Context: an optimization exercise on an open-source flow, tuned for small area. The choices shown serve that exercise and are no tape-out recipe. Only simulation tests tie the RTL to the original design; equivalence was not proved. Power is estimated from default activity; no workload was simulated.

## flow/design.v (module list and top-level ports; edited modules follow where they fit)
// module PolarisCPU: 1002 lines
// module mux2i: 6 lines
// module aoi222: 6 lines
// module ao22: 6 lines
module PolarisCPU(
	output			fence_o,
	output			trap_o,
	output	[3:0]		cause_o,
	output	[63:0]		mepc_o,
	output			mpie_o,
	output			mie_o,
	input			irq_i,
	input			iack_i,
	input	[31:0]		idat_i,
	output	[63:0]		iadr_o,
	output			istb_o,
	input			dack_i,
	input	[63:0]		ddat_i,
	output	[63:0]		ddat_o,
	output	[63:0]		dadr_o,
	output			dwe_o,
	output			dcyc_o,
	output			dstb_o,
	output	[1:0]		dsiz_o,
	output			dsigned_o,
	output	[11:0]		cadr_o,
	output			coe_o,
	output			cwe_o,
	input			cvalid_i,
	output	[63:0]		cdat_o,
	input	[63:0]		cdat_i,
	input			clk_i,
	input			reset_i
);
  // ...
==> flow/flow/run.sh <==
#!/bin/bash
# Layout flow: the standard ORFS flow (standard.sh) with two changes:
#  - the port buffers are buf_1 cells instead of the flow's default choice;
#  - clock tree synthesis clusters up to 30 sinks under each clkbuf_16 and
#    adds no dummy loads.
# Synthesis is the standard one, run on its own first.
# Each step's full output goes to a log file here; ORFS's own per-stage logs
# are under orfs/logs/.
set -euo pipefail
bash standard.sh synth > flow_synth.log 2>&1
bash standard.sh \
	BUFFER_PORTS_ARGS="-buffer_cell sky130_fd_sc_hd__buf_1" \
	CTS_ARGS="-sink_clustering_enable -repair_clock_nets -dont_use_dummy_load -buf_list sky130_fd_sc_hd__clkbuf_16 -sink_clustering_size 30 -sink_clustering_max_diameter 60" \
	finish > flow_finish.log 2>&1
==> flow/standard.sh <==
#!/bin/bash
# synth_recipe.tcl (not shown) runs the flow's synth.tcl, then flattens the netlist and writes it again
# the make line also repeats each setting of config.mk as NAME=value (left out here)
make -C /OpenROAD-flow-scripts/flow DESIGN_CONFIG=/design/flow/config.mk WORK_HOME=/design/flow/orfs CLKGATE_MAP_FILE= SYNTH_SCRIPT=/design/flow/synth_recipe.tcl "${@:-finish}"
==> flow/config.mk <==
export PLATFORM = sky130hd
export DESIGN_NAME = PolarisCPU
export DESIGN_NICKNAME = PolarisCPU
export VERILOG_FILES = /design/flow/design.v
export SDC_FILE = /design/flow/constraint.sdc
export NUM_CORES = 4
export LEC_CHECK = 0
export CAP_MARGIN = 20
export CORE_MARGIN = 2
export CORE_UTILIZATION = 40
export SLEW_MARGIN = 20
export SYNTH_HIERARCHICAL = 1
==> flow/constraint.sdc <==
create_clock -name core_clock -period 15.0 [get_ports {clk_i}]
set_input_delay 3.0000 -clock core_clock [delete_from_list [all_inputs] [get_ports {clk_i}]]
set_output_delay 3.0000 -clock core_clock [all_outputs]
set_load 0.01 [all_outputs]
==> flow_summary.toml, run 1 <==
[logic_synthesis]
synth_edf_count = 3
yosysSeqAreaShare_pct = 49.0
dominantRegCellSynth = "dfxtp_1"
synth-simple-area-share_pct = 6.35

[die]
core-area_mm2 = 0.266
ios = 515

[layout]
n_all_buffers = 911
fin_nets = 10900
fin_util_pct = 45.6
multi_input_gates = 6511
clkCellAreaFrac_pct = 3.72
seq_share_pct = 43.3
buffer_area_share_pct = 4.09

[status]
status = "timing/DRC/antenna clean"

[place]
gp_congestion = 1.04
port_buffers = 514

[global_routing]
globalRouteMet2Util_pct = 54.2
grt_pass1_vias = 97500
gr-usage-met1_pct = 51.5

[timing]
timing.final.max_slew_violations = 0
finClkSkew_ns = 0.135
holdWs_ns = 0.451
worst_slew_pin_slew_ns = 1.31

[clock_tree]
cts_made_buffers = 180
clk_latency_ns = 0.90

[power]
p_switching_mw = 3.15
internal-power_mw = 9.38
powerClk_mw = 4.56

[critical_path]
crit_chain = "mux2i_1 > nor3_4 > a221oi_4 > buf_4 > xnor2_1 > ha_1 > a21oi_1 > o21ai_0 > a221oi_1 > nand2_1 > a21oi_1 > nor2_1 > nor2_1 > o21ai_0 > fa_1 > fa_1 > fa_1 > o211a_1 > o21ai_0 > o21ai_0 > o22a_1 > inv_1 > buf_1"
endpoint = "cdat_o[47]"
cp.depth = 23

[routing]
wl_met2_mm = 226
vias = 104000

[min_path]
hold_end = "csrs_mcycle[0]"
==> run 2, diff against run 1 <==
--- a/flow/design.v
+++ b/flow/design.v
@@ -30,19 +30,20 @@
 	input			reset_i
 );
 	wire		pc_mbvec, pc_pcPlus4;
 	wire		ft0_o;
 	wire		iadr_pc;
 	wire		ir_idat;
 	reg		ft0;
 	reg		rst;
-	reg	[63:0]	pc;
-	wire	[63:0]	ia;
-	wire	[63:0]	pc_mux;
+	reg	[63:0]	ia;
+	reg		pcf;
+	wire	[63:0]	pc;
+	wire	[63:0]	ia_mux;
 	reg	[31:0]	ir;
 	wire	[31:0]	ir_mux;
 	reg		xt0, xt1, xt2, xt3, xt4;
 	wire		xt0_o, xt1_o, xt2_o, xt3_o, xt4_o;
 	wire	[4:0]	ra_mux;
 	wire		ra_ir1, ra_ir2, ra_ird;
 	wire		rdat_alu, rdat_pc;
 	wire	[63:0]	rdat_i, rdat_o;
@@ -145,50 +146,52 @@
 			(alub_alub ? alub : 0);
 	assign rdat_i = (rdat_alu ? aluXResult : 0) |
 			(rdat_ddat ? ddat_i : 0) |
 			(rdat_cdat ? ucdat_i : 0) |
 			(rdat_pc ? pc : 0);
 	assign ra_mux = (ra_ir1 ? ir[19:15] : 0) |
 			(ra_ir2 ? ir[24:20] : 0) |
 			(ra_ird ? ir[11:7] : 0);	
-	wire [64:2] pc_c;
-	assign pc_c[2] = 1'b1;
+	wire [63:2] pc_c;
+	wire [8:0] pc_bc;
+	assign pc_bc[0] = pcf;
 	genvar k;
 	generate
+		for (k = 0; k < 8; k = k + 1) begin : pcblk
+			localparam LO = 2 + 8 * k;
+			localparam HI = (k == 7) ? 63 : LO + 7;
+			assign pc_c[LO] = pc_bc[k];
+			assign pc_bc[k+1] = pc_bc[k] & (&ia[HI:LO]);
+		end
 		for (k = 2; k < 64; k = k + 1) begin : pcinc
-			assign pc_c[k+1] = pc_c[k] & pc[k];
+			if (((k - 2) % 8) != 7 && k != 63)
+				assign pc_c[k+1] = pc_c[k] & ia[k];
 		end
 	endgenerate
-	wire [63:0] pc_plus4 = {pc[63:2] ^ pc_c[63:2], pc[1:0]};
-	wire pc_pc    = ~|{pc_mbvec,pc_pcPlus4,pc_alu,pc_mtvec,pc_mepc};
-	assign pc_mux = (pc_mbvec ? 64'hFFFF_FFFF_FFFF_FF00 : 64'h0) |
-			(pc_pcPlus4 ? pc_plus4 : 64'h0) |
+	assign pc = {ia[63:2] ^ pc_c[63:2], ia[1:0]};
+	wire ia_ia    = ~|{pc_mbvec,pc_pcPlus4,pc_alu,pc_mtvec,pc_mepc};
+	assign ia_mux = (pc_mbvec ? 64'hFFFF_FFFF_FFFF_FF00 : 64'h0) |
+			(pc_pcPlus4 ? pc : 64'h0) |
 			(pc_alu ? aluXResult : 64'h0) |
 			(pc_mtvec ? mtvec_i : 64'h0) |
 			(pc_mepc ? mepc_o : 64'h0) |
-			(pc_pc ? pc : 64'h0);	
-	wire [64:2] pc_b;
-	assign pc_b[2] = 1'b1;
-	generate
-		for (k = 2; k < 64; k = k + 1) begin : iadec
-			assign pc_b[k+1] = pc_b[k] & ~pc[k];
-		end
-	endgenerate
-	assign ia = {pc[63:2] ^ pc_b[63:2], pc[1:0]};
+			(ia_ia ? ia : 64'h0);	
+	wire pcf_mux = pc_pcPlus4 | (ia_ia & pcf);
 	assign iadr_o = iadr_pc ? pc : 0;
 	wire ir_ir    = ~ir_idat;
 	generate
 		for (k = 0; k < 32; k = k + 1) begin : irm
 			ao22 u(.a1(idat_i[k]), .a2(ir_idat), .b1(ir[k]), .b2(ir_ir), .x(ir_mux[k]));
 		end
 	endgenerate
 	always @(posedge clk_i) begin
 		rst <= reset_i;
-		pc <= pc_mux;
+		ia <= ia_mux;
+		pcf <= pcf_mux;
 		ft0 <= ft0_o;
 		xt0 <= xt0_o;
 		xt1 <= xt1_o;
 		xt2 <= xt2_o;
 		xt3 <= xt3_o;
 		xt4 <= xt4_o;
 		ir <= ir_mux;
 		alua <= alua_mux;
==> flow/config.mk (replaced) <==
export PLATFORM = sky130hd
export DESIGN_NAME = PolarisCPU
export DESIGN_NICKNAME = PolarisCPU
export VERILOG_FILES = /design/flow/design.v
export SDC_FILE = /design/flow/constraint.sdc
export NUM_CORES = 4
export LEC_CHECK = 0
export CAP_MARGIN = 20
export CORE_MARGIN = 2
export CORE_UTILIZATION = 50
export SLEW_MARGIN = 20
export SYNTH_HIERARCHICAL = 1
==> run 2 against run 1 <==
Compared with the run above: clock-buffer cell count down 10; total power up 1.6%; maximum frequency up 1.3%; clock power down 3%; largest power group unchanged; critical path type unchanged; clock skew down 0.012 ns.
==> flow_summary.toml, run 2 <==
[timing]
setup_violations = 0
holdWs_ns = 0.448
worst_slew_pin_slew_ns = 1.38
tns_ns = 0
period_minus_slack_ns = 13.17
rsz0062_at_grt = "no"
worst_slack_ns = 1.83
fin_crit_sh_pct = 87.8
timing.final.max_slew_violations = 0
relSlewSlack_pct = 7.94
finClkSkew_ns = 0.123
timing.fmax_ghz = 0.0759
hold_violations = 0

[clock_tree]
cts_hold_buf = 0
clk_pin_slew_ns = 0.08
cts_sinks = 2617
cts_made_buffers = 170
clk_latency_ns = 0.91
cts_buffer_depth = 3
cts_tree = "built"
clockRootBuffer = "clkbuf_16"
post-cts-setup-buffers = 0
cts_resized = 0
cts_max_level = 4

[place]
port_buffers = 514
dp_worst_setup_slack_ns = 2.34
gp_congestion = 1.09
hpwlAfterDp_mm = 376

[logic_synthesis]
synth_cells = 9665
ys_async_sr_fraction_pct = 0
synth_edf_count = 3
synth.distinct_cells = 95
synth_top_area_cell = "dfxtp_1"
dominantRegCellSynth = "dfxtp_1"
yosys-top-cells-count = "dfxtp_1, a22o_1, a222oi_1"
ys_top_cells_by_area = "dfxtp_1, a22o_1, a222oi_1, mux2i_1, ha_1"
netlist_area_mm2 = 0.107
ys_warn_count = 7
synth_top_area_share_pct = 48.8
synth_nets = 10100
ys_ff_latch = 2617
synth.most_common_cell = "dfxtp_1"
yosysSeqAreaShare_pct = 48.9
synth.avg_cell_area_um2 = 11.1

[power]
power_density_mw_per_mm2 = 106
power.leakage_nw = 45.9
ir_drop_uv = 136
p_total_mw = 12.7

[global_routing]
grt-ovfl-total = 0
antenna_found_initial = 63
grt_pass1_vias = 100000
grt_max_degree = 78
grt_pass1_wl_mm = 805
grt.total_usage_pct = 51.6

[routing]
final_antenna_net_count = 0
wl_per_cell_um = 44.8
drt_iter0_drc = 26300
drc = 0
drt_first_pass_iters = 15
drt-total-wl_mm = 593
vias = 109000
viasPerCell = 8.22

[die]
dieArea_mm2 = 0.218
core-area_mm2 = 0.213
start_util_pct = 50.4
ios = 515
fp.dieH_um = 467
rows = 169
dieWidth_um = 467

[critical_path]
crit_type = "reg2out"
endpoint_kind = "primary output"
cp_data_arrival_time_ns = 10.17
worstPathMaxFanout = 29
start_kind = "flip-flop"
critical_path_required_ns = 12.00

[job]
maxCapViolations = 0

[layout]
final_common_cell = "dfxtp_1"
top_register = "xrs_g.xrs_r"
final_cell_mix = "dfxtp_1, a22o_1, a222oi_1"
fin_nets = 10800
drive_gt1_share_pct = 8.48
area_growth_syn_to_layout_pct = 12.0
largest_reg_flops = 1984

[status]
status = "timing/DRC/antenna clean"

[min_path]
min-delay-path-class = "reg2reg"
## run 2: changes by cell type in the layout (fill, tap and decap cells not counted), sizes merged, moves of 22 or more
| cell | change |
|---|---|
| nand3 | +98 |
| o22ai | -98 |
| inv | -76 |
| ha | -66 |
| xor2 | +64 |
| a222oi | +60 |
| xnor2 | -58 |
| a21oi | +48 |
| a221oi | -42 |
| a31oi | -37 |
| nand2 | +35 |
| and3 | +32 |
| o22a | -23 |
| nand4 | +22 |
## run 2: final timing paths
| check | from | end | slack (ns) | cells past startpoint |
|---|---|---|---|---|
| worst min register to register | csrs_mcycle[0] | csrs_mcycle[0] | 0.45 | 1 |
| worst max register to register | ft0 | csrs_minstret[62] | 2.17 | 64 |
| worst max-delay path | ir[3] | cdat_o[59] | 1.83 | 26 |
| worst min-delay path | csrs_mcycle[0] | csrs_mcycle[0] | 0.45 | 1 |
## run 2: cell families after synthesis
group,after synthesis,share of synthesized area (%)
AOI/OAI and AO/OA,4138,33.0
DFF,2617,48.9
and+or+nand+nor,1639,7.70
muxes,451,4.23
buffers and inverters,449,1.73
adders and majority gates,291,3.73
xor gates and xnor gates,80,0.654
## run 2: layer usage
| layer | up-vias | track usage [%] | share of wire (%) |
|---|---|---|---|
| met5 | - | 1.47 | 0.14 |
| met2 | 11400 | 69.5 | 39 |
| met3 | 2591 | 22.2 | 16 |
| met1 | 53300 | 65.8 | 36 |
| met4 | 36 | 35.1 | 8.3 |
| li1 | 41600 | - | - |
## run 2: stage by stage
step	utilization [%]	instances	instance area (um2)
floorplan	-	9665	107000
global placement	54.4	13000	116000
detailed placement	54.4	13000	116000
CTS	56.4	13200	120000
global route	56.4	13200	120000
finish	56.5	13300	120000
## run 2: per-module statistics from Yosys, one instance, submodules excluded
module | cell area [um2] | cells | copies in the design
ao22 | 8.76 | 1 | 2144
mux2i | 10.0 | 1 | 384
PolarisCPU | 78100 | 6497 | 1
aoi222 | 10.0 | 1 | 640
## run 2: layout make-up
class                      instances  area, um2
antenna                           47        118
clock buffer                     170       4250
fill                           18300      92500
inverter                          79        302
multi-input combinational       6599      54300
sequential                      2617      52400
tap                             2821       3530
timing repair buffer             923       5130
## run 2: power breakdown
group / switching, mW / internal, mW / total [mW]
Sequential: 0.198 / 7.05 / 7.25
Clock: 2.42 / 2.00 / 4.42
Combinational: 0.712 / 0.358 / 1.07
Total: 3.33 / 9.41 / 12.7
## run 2: worst max-delay path: stages, from the launching register on
cell	delay, ns
dfxtp_1	0.49
nand4bb_1	0.43
or2_2	0.42
nor2_2	0.11
buf_4	0.45
a2111o_2	0.95
xor2_1	0.23
ha_1	0.39
and4_1	0.29
and3b_1	0.22
o31ai_1	0.07
a21oi_1	0.20
nor3_1	0.80
nand2b_1	0.31
a31oi_1	0.39
o21a_1	0.31
o31ai_1	0.16
fa_1	0.45
fa_1	0.43
fa_1	0.41
nor2b_1	0.14
o22ai_1	0.12
nand2_1	0.15
o21ai_1	0.72
a2bb2oi_1	0.30
inv_1	0.13
buf_1	0.17

-- what the ideal ports hide --
In the flow no input, the clock included, has a driving cell. The finished layouts below were timed again as built, in two steps. Step 1: set_driving_cell puts a clkbuf_16 on clk_i and a buf_2 on each other input, an assumption about the parent block. Step 2 also shifts input and output timing later by t, the mid clock arrival at the registers, as if the neighbouring blocks saw the same clock. a / b / c = ideal ports / drivers / drivers and shift; a / b = the first two.
run	shift t [ns]	setup slack, ns	hold WS [ns]
run 1	0.947	1.653 / 1.539 / 2.084	0.451 / 0.451 / 0.451
run 2	0.947	1.829 / 1.733 / 2.174	0.448 / 0.448 / 0.448
After both steps every run listed still meets setup and hold.
